Context: an optimization exercise on an open-source flow, tuned for small area, a short achievable clock period and few clock cycles. The choices shown serve that exercise and are no tape-out recipe.
The RTL was checked by simulation tests, not by an equivalence proof against the original design.
Power and IR drop assume default switching activity.

==> exp/indigo: inputs <==
==> flow/design.v (excerpt) <==
module bst_sorter_top (
	input 			clk,
	input 			rstn,
	input 			sw_rst,
	input [4:0]		i_cnfg_elems_num,
	input 			i_enable,
	output logic 		o_sorter_phase,
	input 			new_elem_valid,
	input [15:0] 		new_elem_key,
	input [31:0] 		new_elem_value,
	output logic 		new_elem_ack,
	output logic 		sort_is_done_pls,
	output logic [15:0]	min_elem_key,
	output logic [31:0]	min_elem_value,
	output logic [15:0]	max_elem_key,
	output logic [31:0]	max_elem_value,
	input 			get_all_sorted_data_req_pls,
	output logic 		get_all_sorted_data_done_lvl,
	output logic [3:0] 	get_elem_idx,
	output logic		get_elem_valid,
	output logic [15:0] 	get_elem_key,
	output logic [31:0] 	get_elem_value
	);
export LEC_CHECK = 0
export ABC_CLOCK_PERIOD_IN_PS = 3000
export CAP_MARGIN = 20
export CORE_MARGIN = 2
export CORE_UTILIZATION = 40
export SLEW_MARGIN = 20
create_clock -name core_clock -period 10.0 [get_ports {clk}]
standard.sh (not shown) runs the stock make flow with config.mk's settings and CLKGATE_MAP_FILE= SYNTH_SCRIPT=/design/flow/synth_recipe.tcl, a recipe that flattens the netlist after the stock synthesis.
==> flow/flow/run.sh <==
#!/bin/bash
set -euo pipefail
bash standard.sh SETUP_SLACK_MARGIN=6.6 \
	BUFFER_PORTS_ARGS="-buffer_cell sky130_fd_sc_hd__buf_1" \
	CTS_CLUSTER_SIZE=27 CTS_CLUSTER_DIAMETER=90 \
	finish > standard.log 2>&1
==> inputs of exp/ember, as changes to exp/indigo <==
--- a/flow/design.v
+++ b/flow/design.v
@@ -184,22 +184,22 @@
 	begin
 	pc_a0_r <= pc_a0;
 	pc_a1_r <= pc_a1;
 	pc_a2_r <= pc_a2;
 	pc_a3_r <= pc_a3;
 	pc_a4_r <= pc_a4;
 	pc_r 	<= pc;
 	end
-logic [D-1:0]		le_r;
-always_ff @ (posedge clk)
-	le_r <= clr ? '0 : ({D{fresh_r}} & rvld & ~gt_raw & {{(D-1){1'b1}}, 1'b0});
 always_comb
-	for (int i = 0; i < D; i++)
-		inc[i] = sel_now | le_r[(i+D-1)%D];
+	begin
+	inc[0] = sel_now;
+	for (int i = 1; i < D; i++)
+		inc[i] = sel_now | (fresh_r & rvld[i] & ~gt_raw[i]);
+	end
 always_ff @ (posedge clk)
 	begin
 	rk[0] <= take ? new_elem_key   : rk[D-1];
 	rv[0] <= take ? new_elem_value : rv[D-1];
 	rq[0] <= rq[D-1] + QW'(inc[D-1]);
 	rq[1] <= fresh_r ? off : rq[0] + QW'(inc[0]);
 	rq[2] <= rq[1] + QW'(inc[1]);
 	rq[3] <= rq[2] + (fresh3_r ? pc_r : '0) + QW'(inc[2]);
==> flow/flow/run.sh (replaced) <==
#!/bin/bash
set -euo pipefail
bash standard.sh SETUP_SLACK_MARGIN=6.75 \
	BUFFER_PORTS_ARGS="-buffer_cell sky130_fd_sc_hd__buf_1" \
	CTS_CLUSTER_SIZE=27 CTS_CLUSTER_DIAMETER=90 \
	finish > standard.log 2>&1
- CORE_UTILIZATION: 40 -> 65
==> inputs of exp/onyx, as changes to exp/indigo <==
==> flow/design.v (replaced) <==
module custom_spmem_wrapper_empty #(
	parameter DATA_W 	= 32,
	parameter DEPTH  	= 256,
	parameter SIM_DLY 	= 1,
	parameter ADDR_W  	= $clog2(DEPTH)
	) ( 
	input 				clk, 
	input 				rstn,
	input 				rd_req,  
	input 				wr_req,  
	input [ADDR_W-1:0] 		addr,
	input [DATA_W-1:0] 		wr_data,
	output logic 			rd_data_valid,
	output logic [DATA_W-1:0]	rd_data
	);
always_ff @ (posedge clk or negedge rstn) 
	begin
	if (~rstn)	rd_data_valid <= 1'b0;
	else
		begin
			rd_data_valid <= rd_req;
		end
	end
logic [DATA_W-1:0] 		mem_data_ary [0:DEPTH-1];
always @ (posedge clk)
	begin
	if (rd_req)
		begin
		rd_data <= mem_data_ary[addr];
		end
	else if (wr_req)
		begin
		mem_data_ary[addr] <= wr_data;
		end
	end
endmodule
module gen_bst_sorter #(
	parameter KEY_W 	= 16,
	parameter VALUE_W 	= 32,
	parameter MAX_ELEM_NUM 	= 16,
	parameter MAX_ELEM_NUM_W	= $clog2(MAX_ELEM_NUM+1),
	parameter MAX_ELEM_NUM_IDX_W	= $clog2(MAX_ELEM_NUM)
	) (
	input 					clk,
	input 					rstn,
	input 					sw_rst,
	input [MAX_ELEM_NUM_W-1:0]		i_cnfg_elems_num,
	input 					i_enable,
	output logic 				o_sorter_phase,
	input 					new_elem_valid,
	input [KEY_W-1:0] 			new_elem_key,
	input [VALUE_W-1:0] 			new_elem_value,
	output logic 				new_elem_ack,
	output logic 				sort_is_done_pls,
	output logic [KEY_W-1:0]		min_elem_key,
	output logic [VALUE_W-1:0]		min_elem_value,
	output logic [KEY_W-1:0]		max_elem_key,
	output logic [VALUE_W-1:0]		max_elem_value,
	input 					get_all_sorted_data_req_pls,
	output logic 				get_all_sorted_data_done_lvl,
	output logic [MAX_ELEM_NUM_IDX_W-1:0] 	get_elem_idx,
	output logic				get_elem_valid,
	output logic [KEY_W-1:0] 		get_elem_key,
	output logic [VALUE_W-1:0] 		get_elem_value
	);
localparam D  = MAX_ELEM_NUM;
localparam QW = MAX_ELEM_NUM_IDX_W;
localparam CW = MAX_ELEM_NUM_W;
logic 			clr;		 
logic 			take;		 
logic 			ack_r;
logic [CW-1:0]		n_r;		 
logic [QW-1:0]		nm1_r;		 
logic [QW-1:0]		off_r;		 
logic [CW-1:0]		cnt_r;		 
logic 			cnt_eq_nm1;
logic 			cnt_eq_n;
logic 			fresh_r;	 
logic 			done_pls_r;
logic 			phase_r;
logic 			started_r;
logic 			ov_r;
logic [QW-1:0]		oidx_r;
logic 			last_out;
logic 			done_lvl_r;
logic 			sel_now;	 
assign clr  = ~i_enable | sw_rst;
assign take = new_elem_valid & ack_r;
assign cnt_eq_nm1 = (cnt_r == n_r - 1'b1);
assign cnt_eq_n   = (cnt_r == n_r);
assign last_out = ov_r & (oidx_r == nm1_r);
assign sel_now  = ~clr & ((phase_r & ~started_r & get_all_sorted_data_req_pls) |
			  (ov_r & (oidx_r != nm1_r)));
logic [D-1:0][KEY_W-1:0]	rk;
logic [D-1:0][VALUE_W-1:0]	rv;
logic [D-1:0][QW-1:0]		rq;
logic [D-1:0]			rvld;
always_ff @ (posedge clk)
	begin
	n_r   <= i_cnfg_elems_num;
	nm1_r <= QW'(i_cnfg_elems_num - 1'b1);
	off_r <= QW'(D - i_cnfg_elems_num);
	end
always_ff @ (posedge clk or negedge rstn)
	begin
	if (~rstn)
		begin
		ack_r 		<= 1'b1;
		cnt_r 		<= '0;
		fresh_r 	<= 1'b0;
		done_pls_r 	<= 1'b0;
		phase_r 	<= 1'b0;
		started_r 	<= 1'b0;
		ov_r 		<= 1'b0;
		done_lvl_r 	<= 1'b0;
		rvld 		<= '0;
		end
	else if (clr)
		begin
		ack_r 		<= 1'b1;
		cnt_r 		<= '0;
		fresh_r 	<= 1'b0;
		done_pls_r 	<= 1'b0;
		phase_r 	<= 1'b0;
		started_r 	<= 1'b0;
		ov_r 		<= 1'b0;
		done_lvl_r 	<= 1'b0;
		rvld 		<= '0;
		end
	else
		begin
		ack_r 		<= ~(take ? cnt_eq_nm1 : cnt_eq_n) & ~rvld[D-2];
		cnt_r 		<= cnt_r + CW'(take);
		fresh_r 	<= take;
		done_pls_r 	<= take & cnt_eq_nm1;
		phase_r 	<= (phase_r | done_pls_r) & ~last_out;
		started_r 	<= started_r | sel_now;
		ov_r 		<= sel_now;
		done_lvl_r 	<= done_lvl_r | last_out;
		rvld 		<= {rvld[D-2:0], take | rvld[D-1]};
		end
	end
always_ff @ (posedge clk)
	oidx_r <= ov_r ? oidx_r + 1'b1 : '0;
logic [D-1:0]		gt;	 
logic [D-1:0]		inc;
logic [QW:0]		pcnt;
logic [QW-1:0]		newq;
always_comb
	begin
	gt = '0;
	for (int i = 1; i < D; i++)
		gt[i] = rvld[i] & (rk[i] > rk[0]);
	end
always_comb
	begin
	pcnt = '0;
	for (int i = 1; i < D; i++)
		pcnt = pcnt + (QW+1)'(gt[i]);
	end
assign newq = off_r + pcnt[QW-1:0];
always_comb
	begin
	inc[0] = sel_now;
	for (int i = 1; i < D; i++)
		inc[i] = sel_now | (fresh_r & rvld[i] & ~gt[i]);
	end
always_ff @ (posedge clk)
	begin
	rk[0] <= take ? new_elem_key   : rk[D-1];
	rv[0] <= take ? new_elem_value : rv[D-1];
	rq[0] <= rq[D-1] + QW'(inc[D-1]);
	rq[1] <= fresh_r ? newq : rq[0] + QW'(inc[0]);
	for (int i = 1; i < D; i++)
		begin
		rk[i] <= rk[i-1];
		rv[i] <= rv[i-1];
		end
	for (int i = 2; i < D; i++)
		rq[i] <= rq[i-1] + QW'(inc[i-1]);
	end
logic [KEY_W-1:0]	sel_key;
logic [VALUE_W-1:0]	sel_val;
logic [KEY_W-1:0]	out_key_r;
logic [VALUE_W-1:0]	out_val_r;
always_comb
	begin
	sel_key = '0;
	sel_val = '0;
	for (int i = 0; i < D; i++)
		if (rvld[i] & (&rq[i]))
			begin
			sel_key = sel_key | rk[i];
			sel_val = sel_val | rv[i];
			end
	end
always_ff @ (posedge clk)
	begin
	out_key_r <= sel_key;
	out_val_r <= sel_val;
	end
logic [KEY_W-1:0]	mn_key_r, mx_key_r;
logic [VALUE_W-1:0]	mn_val_r, mx_val_r;
logic 			first;
assign first = (cnt_r == '0);
always_ff @ (posedge clk)
	begin
	if (take & (first | (new_elem_key < mn_key_r)))
		begin
		mn_key_r <= new_elem_key;
		mn_val_r <= new_elem_value;
		end
	if (take & (first | (new_elem_key > mx_key_r)))
		begin
		mx_key_r <= new_elem_key;
		mx_val_r <= new_elem_value;
		end
	end
assign new_elem_ack			= ack_r;
assign sort_is_done_pls			= done_pls_r;
assign min_elem_key			= mn_key_r;
assign min_elem_value			= mn_val_r;
assign max_elem_key			= mx_key_r;
assign max_elem_value			= mx_val_r;
assign o_sorter_phase			= phase_r;
assign get_all_sorted_data_done_lvl	= done_lvl_r;
assign get_elem_valid			= ov_r;
assign get_elem_idx			= oidx_r;
assign get_elem_key			= out_key_r;
assign get_elem_value			= out_val_r;
endmodule
module bst_sorter_top (
	input 			clk,
	input 			rstn,
	input 			sw_rst,
	input [4:0]		i_cnfg_elems_num,
	input 			i_enable,
	output logic 		o_sorter_phase,
	input 			new_elem_valid,
	input [15:0] 		new_elem_key,
	input [31:0] 		new_elem_value,
	output logic 		new_elem_ack,
	output logic 		sort_is_done_pls,
	output logic [15:0]	min_elem_key,
	output logic [31:0]	min_elem_value,
	output logic [15:0]	max_elem_key,
	output logic [31:0]	max_elem_value,
	input 			get_all_sorted_data_req_pls,
	output logic 		get_all_sorted_data_done_lvl,
	output logic [3:0] 	get_elem_idx,
	output logic		get_elem_valid,
	output logic [15:0] 	get_elem_key,
	output logic [31:0] 	get_elem_value
	);
gen_bst_sorter #(
	.KEY_W 		(16	),
	.VALUE_W 	(32	),
	.MAX_ELEM_NUM 	(16	)
	) u_sorter_inst (
	.clk				(clk				),
	.rstn				(rstn				),
	.sw_rst				(sw_rst				),
	.i_cnfg_elems_num		(i_cnfg_elems_num		),
	.i_enable			(i_enable			),
	.o_sorter_phase			(o_sorter_phase			),
	.new_elem_valid			(new_elem_valid			),
	.new_elem_key			(new_elem_key			),
	.new_elem_value			(new_elem_value			),
	.new_elem_ack			(new_elem_ack			),
	.sort_is_done_pls		(sort_is_done_pls		),
	.min_elem_key			(min_elem_key			),
	.min_elem_value			(min_elem_value			),
	.max_elem_key			(max_elem_key			),
	.max_elem_value			(max_elem_value			),
	.get_all_sorted_data_req_pls	(get_all_sorted_data_req_pls	),
	.get_all_sorted_data_done_lvl	(get_all_sorted_data_done_lvl	),
	.get_elem_idx			(get_elem_idx			),
	.get_elem_valid			(get_elem_valid			),
	.get_elem_key			(get_elem_key			),
	.get_elem_value			(get_elem_value			)
	);
endmodule
==> flow/run.sh (new file) <==
#!/bin/bash
# synth_recipe.tcl (not shown) runs the flow's synth.tcl, then flattens the netlist and writes it again
# the make line also repeats each setting of config.mk as NAME=value (left out here)
make -C /OpenROAD-flow-scripts/flow DESIGN_CONFIG=/design/flow/config.mk WORK_HOME=/design/flow/orfs CLKGATE_MAP_FILE= SYNTH_SCRIPT=/design/flow/synth_recipe.tcl finish
- ABC_CLOCK_PERIOD_IN_PS: 3000 -> unset
removed: flow/flow/run.sh
removed: flow/standard.sh
==> inputs of exp/cedar, as changes to exp/indigo <==
--- a/flow/design.v
+++ b/flow/design.v
@@ -66,191 +66,188 @@
 localparam D  = MAX_ELEM_NUM;
 localparam QW = MAX_ELEM_NUM_IDX_W;
 localparam CW = MAX_ELEM_NUM_W;
 logic 			clr;		 
 logic 			take;		 
 logic 			ack_r;
 logic [CW-1:0]		n_r;		 
 logic [QW-1:0]		nm1_r;		 
-logic [QW-1:0]		off;		 
+logic [QW-1:0]		off_r;		 
 logic [CW-1:0]		cnt_r;		 
 logic 			cnt_eq_nm1;
 logic 			cnt_eq_n;
 logic 			fresh_r;	 
-logic 			first_r;	 
 logic 			fresh2_r;	 
-logic 			fresh3_r;	 
-logic 			done_pre_r;	 
-logic 			done_pls_r;
 logic 			first_sel;	 
 logic 			cont_sel;	 
+logic 			done_pls_r;
 logic 			phase_r;
 logic 			started_r;
 logic 			ov_r;
 logic [QW-1:0]		oidx_r;
 logic 			last_out;
 logic 			done_lvl_r;
 logic 			sel_now;	 
 assign clr  = ~i_enable | sw_rst;
 assign take = new_elem_valid & ack_r;
-assign off = QW'(D - n_r);
 assign cnt_eq_nm1 = (cnt_r == n_r - 1'b1);
 assign cnt_eq_n   = (cnt_r == n_r);
-assign last_out  = ov_r & (oidx_r == nm1_r);
+assign last_out = ov_r & (oidx_r == nm1_r);
 assign first_sel = phase_r & ~started_r & get_all_sorted_data_req_pls;
 assign cont_sel  = ov_r & (oidx_r != nm1_r);
 assign sel_now   = ~clr & (first_sel | cont_sel);
 logic [D-1:0][KEY_W-1:0]	rk;
 logic [D-1:0][VALUE_W-1:0]	rv;
 logic [D-1:0][QW-1:0]		rq;
 logic [D-1:0]			rvld;
 always_ff @ (posedge clk)
 	begin
 	n_r   <= i_cnfg_elems_num;
 	nm1_r <= QW'(i_cnfg_elems_num - 1'b1);
+	off_r <= QW'(D - i_cnfg_elems_num);
 	end
 always_ff @ (posedge clk or negedge rstn)
 	begin
 	if (~rstn)
 		begin
 		ack_r 		<= 1'b1;
 		cnt_r 		<= '0;
 		fresh_r 	<= 1'b0;
-		first_r 	<= 1'b0;
 		fresh2_r 	<= 1'b0;
-		fresh3_r 	<= 1'b0;
-		done_pre_r 	<= 1'b0;
 		done_pls_r 	<= 1'b0;
 		phase_r 	<= 1'b0;
 		started_r 	<= 1'b0;
 		ov_r 		<= 1'b0;
 		done_lvl_r 	<= 1'b0;
 		rvld 		<= '0;
 		end
 	else if (clr)
 		begin
 		ack_r 		<= 1'b1;
 		cnt_r 		<= '0;
 		fresh_r 	<= 1'b0;
-		first_r 	<= 1'b0;
 		fresh2_r 	<= 1'b0;
-		fresh3_r 	<= 1'b0;
-		done_pre_r 	<= 1'b0;
 		done_pls_r 	<= 1'b0;
 		phase_r 	<= 1'b0;
 		started_r 	<= 1'b0;
 		ov_r 		<= 1'b0;
 		done_lvl_r 	<= 1'b0;
 		rvld 		<= '0;
 		end
 	else
 		begin
 		ack_r 		<= ~(take ? cnt_eq_nm1 : cnt_eq_n) & ~rvld[D-2];
 		cnt_r 		<= cnt_r + CW'(take);
 		fresh_r 	<= take;
-		first_r 	<= take & (cnt_r == '0);
 		fresh2_r 	<= fresh_r;
-		fresh3_r 	<= fresh2_r;
-		done_pre_r 	<= take & cnt_eq_nm1;
-		done_pls_r 	<= done_pre_r;
+		done_pls_r 	<= take & cnt_eq_nm1;
 		phase_r 	<= (phase_r | done_pls_r) & ~last_out;
 		started_r 	<= started_r | sel_now;
 		ov_r 		<= sel_now;
 		done_lvl_r 	<= done_lvl_r | last_out;
 		rvld 		<= {rvld[D-2:0], take | rvld[D-1]};
 		end
 	end
 always_ff @ (posedge clk)
 	oidx_r <= ov_r ? oidx_r + 1'b1 : '0;
-logic [D-1:0]		gt_raw;	 
-logic [D-1:0]		gt;
+logic [D-1:0]		gt;	 
 logic [D-1:0]		inc;
+logic [QW-1:0]		newq;
+logic [D-1:0]		gt_raw;
 assign gt_raw[0] = 1'b0;
 for (genvar gi = 1; gi < D; gi++)
 	begin : g_cmp
 	gen_bst_key_gt #(.W(KEY_W)) u_cmp (.a(rk[gi]), .b(rk[0]), .gt(gt_raw[gi]));
 	end
 assign gt = rvld & gt_raw;
 logic [1:0]	pc_a0, pc_a1, pc_a2, pc_a3, pc_a4;
-logic [1:0]	pc_a0_r, pc_a1_r, pc_a2_r, pc_a3_r, pc_a4_r;
-logic [QW-1:0]	pc;
-logic [QW-1:0]	pc_r;
+logic [2:0]	pc_b0, pc_b1;
+logic [QW-1:0]	pc_b2;
+logic [2:0]	pc_b0_r, pc_b1_r;
+logic [QW-1:0]	pc_b2_r;
 assign pc_a0 = 2'(gt[1])  + 2'(gt[2])  + 2'(gt[3]);
 assign pc_a1 = 2'(gt[4])  + 2'(gt[5])  + 2'(gt[6]);
 assign pc_a2 = 2'(gt[7])  + 2'(gt[8])  + 2'(gt[9]);
 assign pc_a3 = 2'(gt[10]) + 2'(gt[11]) + 2'(gt[12]);
 assign pc_a4 = 2'(gt[13]) + 2'(gt[14]) + 2'(gt[15]);
-assign pc = (QW'(pc_a0_r) + QW'(pc_a1_r)) + (QW'(pc_a2_r) + QW'(pc_a3_r)) + QW'(pc_a4_r);
+assign pc_b0 = 3'(pc_a0) + 3'(pc_a1);
+assign pc_b1 = 3'(pc_a2) + 3'(pc_a3);
+assign pc_b2 = QW'(pc_a4) + off_r;
 always_ff @ (posedge clk)
 	begin
-	pc_a0_r <= pc_a0;
-	pc_a1_r <= pc_a1;
-	pc_a2_r <= pc_a2;
-	pc_a3_r <= pc_a3;
-	pc_a4_r <= pc_a4;
-	pc_r 	<= pc;
+	pc_b0_r <= pc_b0;
+	pc_b1_r <= pc_b1;
+	pc_b2_r <= pc_b2;
 	end
-logic [D-1:0]		le_r;
-always_ff @ (posedge clk)
-	le_r <= clr ? '0 : ({D{fresh_r}} & rvld & ~gt_raw & {{(D-1){1'b1}}, 1'b0});
+assign newq  = QW'(pc_b0_r) + QW'(pc_b1_r) + pc_b2_r;
 always_comb
-	for (int i = 0; i < D; i++)
-		inc[i] = sel_now | le_r[(i+D-1)%D];
+	begin
+	inc[0] = sel_now;
+	for (int i = 1; i < D; i++)
+		inc[i] = sel_now | (fresh_r & rvld[i] & ~gt[i]);
+	end
 always_ff @ (posedge clk)
 	begin
 	rk[0] <= take ? new_elem_key   : rk[D-1];
 	rv[0] <= take ? new_elem_value : rv[D-1];
 	rq[0] <= rq[D-1] + QW'(inc[D-1]);
-	rq[1] <= fresh_r ? off : rq[0] + QW'(inc[0]);
-	rq[2] <= rq[1] + QW'(inc[1]);
-	rq[3] <= rq[2] + (fresh3_r ? pc_r : '0) + QW'(inc[2]);
+	rq[1] <= rq[0] + QW'(inc[0]);
+	rq[2] <= (fresh2_r ? newq : rq[1]) + QW'(inc[1]);
 	for (int i = 1; i < D; i++)
 		begin
 		rk[i] <= rk[i-1];
 		rv[i] <= rv[i-1];
 		end
-	for (int i = 4; i < D; i++)
+	for (int i = 3; i < D; i++)
 		rq[i] <= rq[i-1] + QW'(inc[i-1]);
 	end
 logic [KEY_W-1:0]	mx_key_r;
 logic [VALUE_W-1:0]	mx_val_r;
 logic [KEY_W-1:0]	out_key_r;
 logic [VALUE_W-1:0]	out_val_r;
+logic 			first;
 logic 			new_gt_max;
 logic 			min_gt_new;
-gen_bst_key_gt #(.W(KEY_W)) u_cmp_max (.a(rk[0]), .b(mx_key_r), .gt(new_gt_max));
-gen_bst_key_gt #(.W(KEY_W)) u_cmp_min (.a(out_key_r), .b(rk[0]), .gt(min_gt_new));
+gen_bst_key_gt #(.W(KEY_W)) u_cmp_max (.a(new_elem_key), .b(mx_key_r), .gt(new_gt_max));
+assign first = (cnt_r == '0);
 always_ff @ (posedge clk)
-	if (fresh_r & (first_r | new_gt_max))
+	begin
+	if (take & (first | new_gt_max))
 		begin
-		mx_key_r <= rk[0];
-		mx_val_r <= rv[0];
+		mx_key_r <= new_elem_key;
+		mx_val_r <= new_elem_value;
 		end
+	end
 logic [KEY_W-1:0]	sel_key;
 logic [VALUE_W-1:0]	sel_val;
 always_comb
 	begin
 	sel_key = '0;
 	sel_val = '0;
 	for (int i = 0; i < D; i++)
 		if (rvld[i] & (&rq[i]))
 			begin
 			sel_key = sel_key | rk[i];
 			sel_val = sel_val | rv[i];
 			end
 	end
-logic 			mn_upd;
-logic 			out_hold;
-assign mn_upd   = ~cont_sel & fresh_r & (first_r | min_gt_new);
-assign out_hold = ~cont_sel & ~mn_upd;
+gen_bst_key_gt #(.W(KEY_W)) u_cmp_min (.a(out_key_r), .b(new_elem_key), .gt(min_gt_new));
 always_ff @ (posedge clk)
 	begin
-	out_key_r <= (sel_key & {KEY_W{cont_sel}})   | (rk[0] & {KEY_W{mn_upd}})   | (out_key_r & {KEY_W{out_hold}});
-	out_val_r <= (sel_val & {VALUE_W{cont_sel}}) | (rv[0] & {VALUE_W{mn_upd}}) | (out_val_r & {VALUE_W{out_hold}});
+	if (cont_sel)
+		begin
+		out_key_r <= sel_key;
+		out_val_r <= sel_val;
+		end
+	else if (take & (first | min_gt_new))
+		begin
+		out_key_r <= new_elem_key;
+		out_val_r <= new_elem_value;
+		end
 	end
 assign new_elem_ack			= ack_r;
 assign sort_is_done_pls			= done_pls_r;
 assign min_elem_key			= out_key_r;
 assign min_elem_value			= out_val_r;
 assign max_elem_key			= mx_key_r;
 assign max_elem_value			= mx_val_r;
 assign o_sorter_phase			= phase_r;
==> flow/flow/run.sh (replaced) <==
#!/bin/bash
set -euo pipefail
bash standard.sh SETUP_SLACK_MARGIN=6.8 \
	BUFFER_PORTS_ARGS="-buffer_cell sky130_fd_sc_hd__buf_1" \
	CTS_CLUSTER_SIZE=22 CTS_CLUSTER_DIAMETER=80 \
	finish > standard.log 2>&1
==> summary.log <==
INFO  setup_path     ordered_cell_list_for_the_critical_path=buf_1
INFO  pwr            overall_power=7.97mW
INFO  sta            timing_worst_slew_pin_value=1050ps
INFO  clocking       clk_transition_reported_paths=110ps
INFO  run_status     status=timing/DRC/antenna clean
INFO  placement      detailed_place.area=35600squm
INFO  placement      post-place-cells=4092
INFO  synth          post_synth_xor_area_fraction=1.44%
INFO  pwr            seq_power=4.86mW
INFO  route          vias=23700
INFO  clocking       cts-buffers-inserted=45
(the above is from exp/indigo)
==> summary.log <==
INFO  setup_path     r2r_start=u_sorter_inst.oidx_r[1]$_SDFF_PN0_
INFO  synth          post_synth_xor_area_fraction=1.49%
INFO  synth          yosysTopAreaCell=sky130_fd_sc_hd__dfxtp_1
INFO  sta            min_period=3260ps
INFO  placement      post-place-cells=3395
INFO  final_layout   area.share.sequential=56.4%
INFO  setup_path     setup.worst_path.start_class=register
INFO  final_layout   inv_count=65
INFO  run_status     status=timing/DRC/antenna clean
INFO  pwr            seq_power=4.79mW
INFO  route          vias=23200
INFO  clocking       clk_transition_reported_paths=110ps
INFO  setup_path     worstSetupPathType=register to primary output
INFO  setup_path     ordered_cell_list_for_the_critical_path=buf_6
INFO  clocking       cts-buffers-inserted=43
INFO  placement      detailed_place.area=33900squm
INFO  setup_path     crit_cells=1
(the above is from exp/ember)
==> summary.log <==
INFO  run_status     status=timing/DRC/antenna clean
INFO  setup_path     ordered_cell_list_for_the_critical_path=inv_1 -> ha_1 -> nand4_1 -> nor4_1 -> a21boi_0 -> o31a_1 -> and2_1 -> ha_1 -> inv_1 -> fa_1 -> fa_1 -> fa_1 -> fa_1 -> inv_1 -> fa_1 -> fa_1 -> xor2_1 -> nand2_1 -> o21ai_0
INFO  synth          post_synth_xor_area_fraction=1.41%
INFO  pwr            overall_power=9.31mW
INFO  clocking       clk_transition_reported_paths=70ps
INFO  route          vias=23600
INFO  placement      detailed_place.area=38200squm
INFO  sta            timing_worst_slew_pin_value=1060ps
INFO  clocking       cts-buffers-inserted=100
INFO  pwr            seq_power=4.79mW
(the above is from exp/onyx)
==> summary.log <==
INFO  clocking       clk_transition_reported_paths=90ps
INFO  pwr            seq_power=4.62mW
INFO  route          vias=23400
INFO  pwr            overall_power=7.82mW
INFO  clocking       postCtsHoldBufs=0
INFO  setup_path     ordered_cell_list_for_the_critical_path=nor2b_4 -> maj3_2 -> maj3_2 -> o211a_4 -> o311ai_4 -> a21boi_1 -> fa_1 -> inv_1 -> fa_1 -> inv_1 -> ha_2 -> fa_2
INFO  run_status     status=timing/DRC/antenna clean
INFO  placement      post-place-cells=4058
INFO  clocking       cts-buffers-inserted=54
(the above is from exp/cedar)
Testbench counts of exp/indigo, summed over its fixed seeds: cycles 15,218.
Testbench counts of exp/ember, summed over its fixed seeds: cycles 15,218.
Testbench counts of exp/onyx, summed over its fixed seeds: cycles 14,738.
Testbench counts of exp/cedar, summed over its fixed seeds: cycles 14,738.

## what the ideal ports hide
The flow's constraints put no driver on any port. The routed layouts listed below were extracted and timed again, unchanged, in two steps.
Step 1 sets driving cells, clkbuf_16 on the clock port and buf_2 on the other inputs (assumed; they add their load-dependent delay and slew).
Step 2 adds t to the input delays and takes it off the output delays; t is the mean of the earliest and latest rising clock arrival at the registers after step 1. Input paths then give back, and output paths get back, about the clock's delay inside the block.
Three values: ideal ports, drivers, drivers and shift; two values: the first two.
run	t (ns)	slack for setup (ns)	worst setup path after step 2	worst slew at a driven data input, ns
exp/indigo	0.689	6.640 / 6.572 / 6.107	input to register	0.10
exp/ember	0.677	6.740 / 6.680 / 6.183	input to register	0.07
exp/onyx	0.728	4.066 / 4.066 / 4.066	register to register	0.05
exp/cedar	0.716	6.362 / 6.362 / 5.754	input to register	0.06
After both steps setup and hold are still met in every run listed. The setup slack of exp/cedar, which loses most, moves by 0.000 ns with the drivers and by -0.608 ns with both steps.
